Context: an optimization exercise on an open-source flow, tuned for small area, a short achievable clock period and few clock cycles. The choices shown serve that exercise and are no tape-out recipe. RTL that was checked went through simulation tests only; none was proved equivalent to the original.

// matmul
module matmul
#(
    parameter DIM_BITS = 16,
    parameter MEM_AW = 16,
    parameter MEM_DW = 32,
    parameter PREC = 16)
(
    input [MEM_AW-1:0] aBASE,
    input [DIM_BITS-1:0] aCOLS,
    input [DIM_BITS-1:0] aROWS,
    input [DIM_BITS-1:0] aSTRIDE,
    input [MEM_AW-1:0] bBASE,
    input [DIM_BITS-1:0] bCOLS,
    input [DIM_BITS-1:0] bSTRIDE,
    input [MEM_AW-1:0] cBASE,
    input [DIM_BITS-1:0] cSTRIDE,
    input clk,
    input go,
    input [MEM_DW-1:0] mem_rdata,
    input rst_n,
    output reg [MEM_AW-1:0] mem_addr,
    output reg mem_req,
    output [MEM_DW-1:0] mem_wdata,
    output reg mem_write,
    output reg ret
);
localparam S_IDLE = 3'd0;
localparam S_RD   = 3'd1;
localparam S_GAP  = 3'd2;
localparam S_WR   = 3'd3;
localparam S_INIT = 3'd4;
localparam K_A0 = 2'd0;
localparam K_B0 = 2'd1;
localparam K_B1 = 2'd2;
localparam K_A1 = 2'd3;
reg [2:0] st;
reg [1:0] ph;           
reg       gcnt;         
reg       kfirst;       
reg       wpend;        
reg       zero;         
reg       shortk;       
reg       w_r1, w_c1;   
reg       w_nrow;       
reg       w_done;       
reg [15:0] krem, jrem, irem;
reg [15:0] a_row, a_ptr, b_col, b_ptr, c_row, c_ptr;
reg [15:0] a_s, b_s, c_s;   
reg        klast, jlast, ilast, r1, c1;   
reg        bend;         
reg       q_v, d1_v, d2_v;
reg       q_f, d1_f, d2_f;
reg [1:0] q_k, d1_k, d2_k;
wire arr_a0 = d2_v & (d2_k == K_A0);
wire arr_b0 = d2_v & (d2_k == K_B0);
wire arr_b1 = d2_v & (d2_k == K_B1);
wire arr_a1 = d2_v & (d2_k == K_A1);
reg [15:0] ha0, hb0, hb1;
reg [15:0] xr;
reg [8:0] y_one, y_two, y_neg;    
wire [15:0] ysrc = arr_a1 ? hb0 : pend ? hb1 : mem_rdata[15:0];
wire [8:0] ysrc_one, ysrc_two, ysrc_neg;
matmul_booth_enc u_enc (.y(ysrc), .one(ysrc_one), .two(ysrc_two), .neg(ysrc_neg));
reg m_v, m_f, pend;
reg [31:0] ps, pc;       
wire [31:0] ms, mc;
matmul_csmul u_mul (.x(xr), .yone(y_one), .ytwo(y_two), .yneg(y_neg), .s(ms), .c(mc));
wire [31:0] acc_s = acc0 ^ ps ^ pc;
wire [31:0] acc_c = ((acc0 & ps) | (acc0 & pc) | (ps & pc));
reg [31:0] acc0, acc1, acc2, acc3;
assign mem_wdata = acc3;
wire [15:0] a_step2 = {a_s[14:0], 1'b0};
wire [15:0] c_step2 = {c_s[14:0], 1'b0};
reg [2:0]  st_n;
reg [1:0]  ph_n, q_k_n;
reg        mem_req_n, ret_n, q_v_n, q_f_n, mem_write_n;
reg        gcnt_n, kfirst_n, wpend_n, zero_n, shortk_n;
reg        w_r1_n, w_c1_n, w_nrow_n, w_done_n;
  ...
Size: about 230 I/O pins.
Settings: LEC_CHECK=0, ABC_CLOCK_PERIOD_IN_PS=3000, CAP_MARGIN=20, CORE_MARGIN=2, CORE_UTILIZATION=40, PLACE_DENSITY=0.6, SLEW_MARGIN=20; clock period 10.0 ns.
standard.sh (not shown) runs the stock make flow with config.mk's settings and CLKGATE_MAP_FILE= SYNTH_SCRIPT=/design/flow/synth_recipe.tcl, a recipe that flattens the netlist after the stock synthesis.
==> flow/flow/run.sh <==
#!/bin/bash
# The standard layout, with two changes to how it is made (the SDC and its
# 10 ns clock are unchanged): port buffers use the small buf_1 cell instead of
# the default delay buffer, and repair_timing aims for a larger setup margin.
set -euo pipefail
bash standard.sh 'BUFFER_PORTS_ARGS=-buffer_cell sky130_fd_sc_hd__buf_1' SETUP_SLACK_MARGIN=7 finish > standard_make.log 2>&1
The baseline completed with no timing, DRC or antenna violations.
Change:
--- a/flow/design.v
+++ b/flow/design.v
@@ -38,25 +38,24 @@
 reg       gcnt;         
 reg       kfirst;       
 reg       wpend;        
 reg       zero;         
 reg       shortk;       
 reg       w_r1, w_c1;   
 reg       w_nrow;       
 reg       w_done;       
 reg [15:0] krem, jrem, irem;
 reg [15:0] a_row, a_ptr, b_col, b_ptr, c_row, c_ptr;
 reg [15:0] a_s, b_s, c_s;   
 reg        klast, jlast, ilast, r1, c1;   
-reg        bend;         
 reg       q_v, d1_v, d2_v;
 reg       q_f, d1_f, d2_f;
 reg [1:0] q_k, d1_k, d2_k;
 wire arr_a0 = d2_v & (d2_k == K_A0);
 wire arr_b0 = d2_v & (d2_k == K_B0);
 wire arr_b1 = d2_v & (d2_k == K_B1);
 wire arr_a1 = d2_v & (d2_k == K_A1);
 reg [15:0] ha0, hb0, hb1;
 reg [15:0] xr;
 reg [8:0] y_one, y_two, y_neg;    
 wire [15:0] ysrc = arr_a1 ? hb0 : pend ? hb1 : mem_rdata[15:0];
 wire [8:0] ysrc_one, ysrc_two, ysrc_neg;
@@ -159,25 +158,25 @@
                         st_n = S_WR;
                         ph_n = 2'd0;
                         wpend_n = 1'b0;
                     end
                 end
                 2'd2: begin
                     mem_addr_n = b_ptr + 16'd1;
                     ph_n = 2'd3;
                 end
                 2'd3: begin
                     mem_addr_n = a_ptr + a_s;
                     ph_n = 2'd0;
-                    if (!bend) begin
+                    if (!klast) begin
                         krem_n = krem - 16'd1;
                         kfirst_n = 1'b0;
                         a_ptr_n = a_ptr + 16'd1;
                         b_ptr_n = b_ptr + b_s;
                     end
                     else begin
                         kfirst_n = 1'b1;
                         krem_n = aCOLS;
                         w_r1_n = r1;
                         w_c1_n = c1;
                         w_nrow_n = jlast;
                         w_done_n = jlast & ilast;
@@ -274,25 +273,24 @@
         d2_v <= d1_v;
         m_v <= pend | (d2_v && d2_k != K_A0);
         pend <= ~pend & d2_v & (d2_k == K_A1);
     end
 end
 always @(posedge clk) begin
     if (st == S_INIT) begin
         a_s <= aSTRIDE;
         b_s <= bSTRIDE;
         c_s <= cSTRIDE;
     end
     klast <= (krem[15:1] == 15'd0);
-    bend <= (st == S_RD) && (ph == 2'd2) && klast;
     jlast <= (jrem[15:2] == 14'd0) && (jrem[1:0] != 2'd3);
     ilast <= (irem[15:2] == 14'd0) && (irem[1:0] != 2'd3);
     r1 <= (irem[15:1] == 15'd0);
     c1 <= (jrem[15:1] == 15'd0);
     ph <= ph_n;
     gcnt <= gcnt_n;
     kfirst <= kfirst_n;
     wpend <= wpend_n;
     zero <= zero_n;
     shortk <= shortk_n;
     w_r1 <= w_r1_n;
     w_c1 <= w_c1_n;
- The new run finished clean
- non-clock buffer count fell by 17
- area after synthesis drops slightly
- fmax came out higher by a few percent
- cell count drops by a few percent
- design area fell slightly
- count of clock-buffer cells in the layout went down by 4
- core utilization is lower by 0.20 points
Testbench counts after the change, summed over its fixed seeds: cycles 52,372.
Function not checked in the first run of this note: the RTL went through the layout flow alone.

==> port drivers added, routing unchanged <==
How much do the figures lean on ideal ports? The routed layouts below were timed once more, with nothing changed but the port constraints.
Step 1, drivers: a clkbuf_16 drives clk and a buf_2 each remaining input, both assumed.
Step 2 adds t to the input delays and takes it off the output delays; t is the mean of the earliest and latest rising clock arrival at the registers after step 1. Input paths then give back, and output paths get back, about the clock's delay inside the block.
Three values: ideal ports, drivers, drivers and shift; two values: the first two.
run	t (ns)	setup slack, ns	hold WS [ns]
the first run	0.708	6.635 / 6.673 / 5.966	0.317 / 0.317 / 0.317
the second run	0.700	6.784 / 6.722 / 6.295	0.285 / 0.285 / 0.285
After both steps setup and hold are still met in every run listed. The setup slack of the first run, which loses most, moves by +0.038 ns with the drivers and by -0.669 ns with both steps.
